Source: an optimization exercise on an open RTL-to-GDS flow (aim: small area, a short achievable clock period and few clock cycles per item). Production flows keep margins and buffers that such runs may drop.
The RTL was checked by simulation tests, not by an equivalence proof against the original design.

// l3_gan
module l3_gan (
    input               clk,
    input               rst,
    input               start,
    input  signed [15:0] x1,
    input  signed [15:0] x2,
    input  signed [15:0] x3,
    input  signed [15:0] x4,
    input  signed [16*4*4-1:0] L1_w,
    input  signed [16*4-1:0]   L1_b,
    input  signed [16*2*4-1:0] L2_w,
    input  signed [16*2-1:0]   L2_b,
    input  signed [16*1*2-1:0] L3_w,
    input  signed [16*1-1:0]   L3_b,
    input  signed [16*1*1-1:0] L4_w,
    input  signed [16*1-1:0]   L4_b,
    input  signed [16*1*1-1:0] L5_w,
    input  signed [16*1-1:0]   L5_b,
    input  signed [16*2*1-1:0] L6_w,
    input  signed [16*2-1:0]   L6_b,
    input  signed [16*4*2-1:0] L7_w,
    input  signed [16*4-1:0]   L7_b,
    input  signed [16*4*4-1:0] L8_w,
    input  signed [16*4-1:0]   L8_b,
    output signed [15:0] out1,
    output signed [15:0] out2,
    output signed [15:0] out3,
    output signed [15:0] out4,
    output reg           done
);
    reg        busy;
    reg  [3:0] step;           
    reg        dual;           
    reg  [63:0] wr;
    reg  [15:0] bar, bbr;      
    reg  [63:0] xr;
    reg  [14:0] o1, o2, o3;
    wire [14:0] y1, y2;
  ...
Settings: LEC_CHECK=0, CAP_MARGIN=50, CORE_MARGIN=2, CORE_UTILIZATION=35, SETUP_SLACK_MARGIN=3.5, SLEW_MARGIN=50, SYNTH_HIERARCHICAL=1, SYNTH_MINIMUM_KEEP_SIZE=0; clock period 12.0 ns.
run.sh (not shown) runs the stock make flow with config.mk's settings and CLKGATE_MAP_FILE= SYNTH_SCRIPT=/design/flow/synth_recipe.tcl, a recipe that flattens the netlist after the stock synthesis.
The baseline died in 3_2_place_iop.
Testbench counts at the start, summed over its fixed seeds: cycles 28,800, items 1,600.
Rerun with:
==> flow/flow/run.sh (new file) <==
#!/bin/bash
set -e
cp standard.sh standard.sh.txt
cp config.mk config.mk.txt
export BUFFER_PORTS_ARGS="-buffer_cell sky130_fd_sc_hd__buf_1"
bash standard.sh > standard.log 2>&1
==> flow/standard.sh (new file) <==
#!/bin/bash
# synth_recipe.tcl (not shown) runs the flow's synth.tcl, then flattens the netlist and writes it again
# the make line also repeats each setting of config.mk as NAME=value (left out here)
make -C /OpenROAD-flow-scripts/flow DESIGN_CONFIG=/design/flow/config.mk WORK_HOME=/design/flow/orfs CLKGATE_MAP_FILE= SYNTH_SCRIPT=/design/flow/synth_recipe.tcl "${@:-finish}"
- CORE_AREA: not set -> 5 5 465 465
- CORE_MARGIN: 2 -> not set
- CORE_UTILIZATION: 35 -> not set
- DIE_AREA: not set -> 0 0 470 470
- SETUP_SLACK_MARGIN: 3.5 -> 4.5
removed: flow/run.sh
Result: The changed run finished clean. Area after synthesis is unchanged. Synthesized cell count is unchanged.
Rerun with:
- CAP_MARGIN: 50 -> 20
- PLACE_DENSITY: not set -> 0.7
- SETUP_SLACK_MARGIN: 4.5 -> 4.0
- SLEW_MARGIN: 50 -> 20
=>
- The new run completed with no timing, DRC or antenna violations
- die area is unchanged
- synthesized cell count is unchanged
- design area barely changes
- area after synthesis stays the same
- setup slack gains 0.015 ns
Rerun with:
- CAP_MARGIN: 20 -> 50
- PLACE_DENSITY: 0.7 -> not set
- SETUP_SLACK_MARGIN: 4.0 -> 5
- SLEW_MARGIN: 20 -> 50
After rerunning: Wire length decreases by 7.5%. Clock-buffer cell count increases by 2. Cell area increases by 1.0%. Area after synthesis is unchanged. Sequential share of layout area decreases by 0.13 points. Core utilization increases by 0.27 points. First-iteration DRC count decreases by 11%. Global-route usage decreases by 1.9 points.
Rerun with:
- CAP_MARGIN: 50 -> 20
- PLACE_DENSITY: not set -> 0.65
- SETUP_SLACK_MARGIN: 5 -> 4.5
- SLEW_MARGIN: 50 -> 20
Cell area falls by a few percent. Maximum frequency rises slightly. Die area stays the same. Wire length rises by a few percent. Core utilization falls by 0.57 points. Flip-flop and latch count does not change. Critical path depth falls by 2. Register-to-register slack is better by 0.08 ns.
Rerun with:
- CAP_MARGIN: 20 -> 50
- CORE_AREA: 5 5 465 465 -> not set
- CORE_MARGIN: not set -> 2
- CORE_UTILIZATION: not set -> 35
- DIE_AREA: 0 0 470 470 -> not set
- PLACE_DENSITY: 0.65 -> not set
- SLEW_MARGIN: 20 -> 50
The new run died in 3_2_place_iop on PPL-0024.
Synthesized cell count is unchanged.
Synthesized area does not change.

* * *

l3_gan, a different RTL version from the one above (not shown whole).
For scale: roughly 210 flip-flops, roughly 1300 I/O pins, about 42000 um2 of cells after synthesis.
export LEC_CHECK = 0
export CAP_MARGIN = 20
export CORE_AREA = 5 5 465 465
export DIE_AREA = 0 0 470 470
export PLACE_DENSITY = 0.7
export SETUP_SLACK_MARGIN = 4.5
export SLEW_MARGIN = 20
export SYNTH_HIERARCHICAL = 1
export SYNTH_MINIMUM_KEEP_SIZE = 0
create_clock -name core_clock -period 12.0 [get_ports {clk}]
standard.sh (not shown) runs the stock make flow with config.mk's settings and CLKGATE_MAP_FILE= SYNTH_SCRIPT=/design/flow/synth_recipe.tcl, a recipe that flattens the netlist after the stock synthesis.
==> flow/flow/run.sh <==
#!/bin/bash
set -e
cp standard.sh standard.sh.txt
cp config.mk config.mk.txt
export BUFFER_PORTS_ARGS="-buffer_cell sky130_fd_sc_hd__buf_1"
bash standard.sh > standard.log 2>&1
The starting point completed without violations.
Testbench counts at the start, summed over its fixed seeds: cycles 28,800, items 1,600.
Next try:
--- a/flow/config.mk
+++ b/flow/config.mk
@@ -10,3 +10,3 @@
 export DIE_AREA = 0 0 470 470
-export PLACE_DENSITY = 0.7
+export PLACE_DENSITY = 0.8
 export SETUP_SLACK_MARGIN = 4.5
Via count is higher slightly.
Cell count is lower slightly.
Hold slack stays flat.
Core utilization is lower by 0.17 points.
Cell area is lower slightly.
Register-to-register slack got worse by 0.17 ns.
Synthesized cell count does not change.
Setup slack got worse by 0.17 ns.

* * *

## v6
l3_gan with an RTL version that a note above also has.
Size: roughly 210 flip-flops, about 1300 I/O pins.
make LEC_CHECK=0 CAP_MARGIN=50 CORE_AREA='5 5 465 465' DIE_AREA='0 0 470 470' SETUP_SLACK_MARGIN=3.5 SLEW_MARGIN=50 SYNTH_HIERARCHICAL=1 SYNTH_MINIMUM_KEEP_SIZE=0 finish   # period 12.0 ns
run.sh (not shown) runs the stock make flow with config.mk's settings and CLKGATE_MAP_FILE= SYNTH_SCRIPT=/design/flow/synth_recipe.tcl, a recipe that flattens the netlist after the stock synthesis.
Stock flow here: none of the scripts above is used.
v6: all stages complete, timing, DRC and antenna checks passed
Testbench counts of v6, summed over its fixed seeds: cycles 28,800, items 1,600.
The inputs of v7 differ from those of v6 as listed below.
Settings: changing SETUP_SLACK_MARGIN from 3.5 to 4.5; changing SLEW_MARGIN from 50 to 20; changing CAP_MARGIN from 50 to 20; setting PLACE_DENSITY to 0.7 for the first time.
==> flow/flow/run.sh (new file) <==
#!/bin/bash
set -e
cp standard.sh standard.sh.txt
cp config.mk config.mk.txt
export BUFFER_PORTS_ARGS="-buffer_cell sky130_fd_sc_hd__buf_1"
bash standard.sh > standard.log 2>&1
==> flow/standard.sh (new file) <==
#!/bin/bash
# synth_recipe.tcl (not shown) runs the flow's synth.tcl, then flattens the netlist and writes it again
# the make line also repeats each setting of config.mk as NAME=value (left out here)
make -C /OpenROAD-flow-scripts/flow DESIGN_CONFIG=/design/flow/config.mk WORK_HOME=/design/flow/orfs CLKGATE_MAP_FILE= SYNTH_SCRIPT=/design/flow/synth_recipe.tcl "${@:-finish}"
removed: flow/run.sh
--- outcome ---
- Delta (v7 minus v6): number of logic stages on the critical path including buffering now sits lower, routed wire length grew by 2.7%, growth of design area from synthesis to finish fell 18 points.
- Termination of the worst setup path: xr[23]$_DFFE_PP_ -> v6, xr[29]$_DFFE_PP_ -> v7

port drivers added, routing unchanged:
The flow's constraints put no driver on any port. The routed layouts listed below were extracted and timed again, unchanged, in two steps.
Step 1 sets driving cells, clkbuf_16 on the clock port and buf_2 on the other inputs (assumed; they add their load-dependent delay and slew).
Step 2 times the ports against the registers' clock, not the clock port: input delays grow and output delays shrink by t, the midpoint of the rising clock arrivals with the driver on.
a / b / c = ideal / step 1 / step 2; a / b = the first two.
run	shift t [ns]	setup slack, ns	worst hold slack (ns)
the second run of note 1	0.665	3.783 / 3.783 / 3.783	0.605 / 0.605 / 0.605
the third run of note 1	0.683	3.798 / 3.798 / 3.798	0.608 / 0.608 / 0.608
the fourth run of note 1	0.667	3.844 / 3.844 / 3.844	0.610 / 0.610 / 0.610
the fifth run of note 1	0.677	3.920 / 3.920 / 3.920	0.607 / 0.607 / 0.607
the first run of note 2	0.664	3.769 / 3.769 / 3.769	0.613 / 0.613 / 0.613
the second run of note 2	0.698	3.600 / 3.600 / 3.600	0.615 / 0.615 / 0.615
v6	0.661	3.538 / 3.538 / 3.538	0.602 / 0.602 / 0.602
v7	0.672	3.789 / 3.789 / 3.789	0.605 / 0.605 / 0.605
After both steps setup and hold are still met in every run listed.
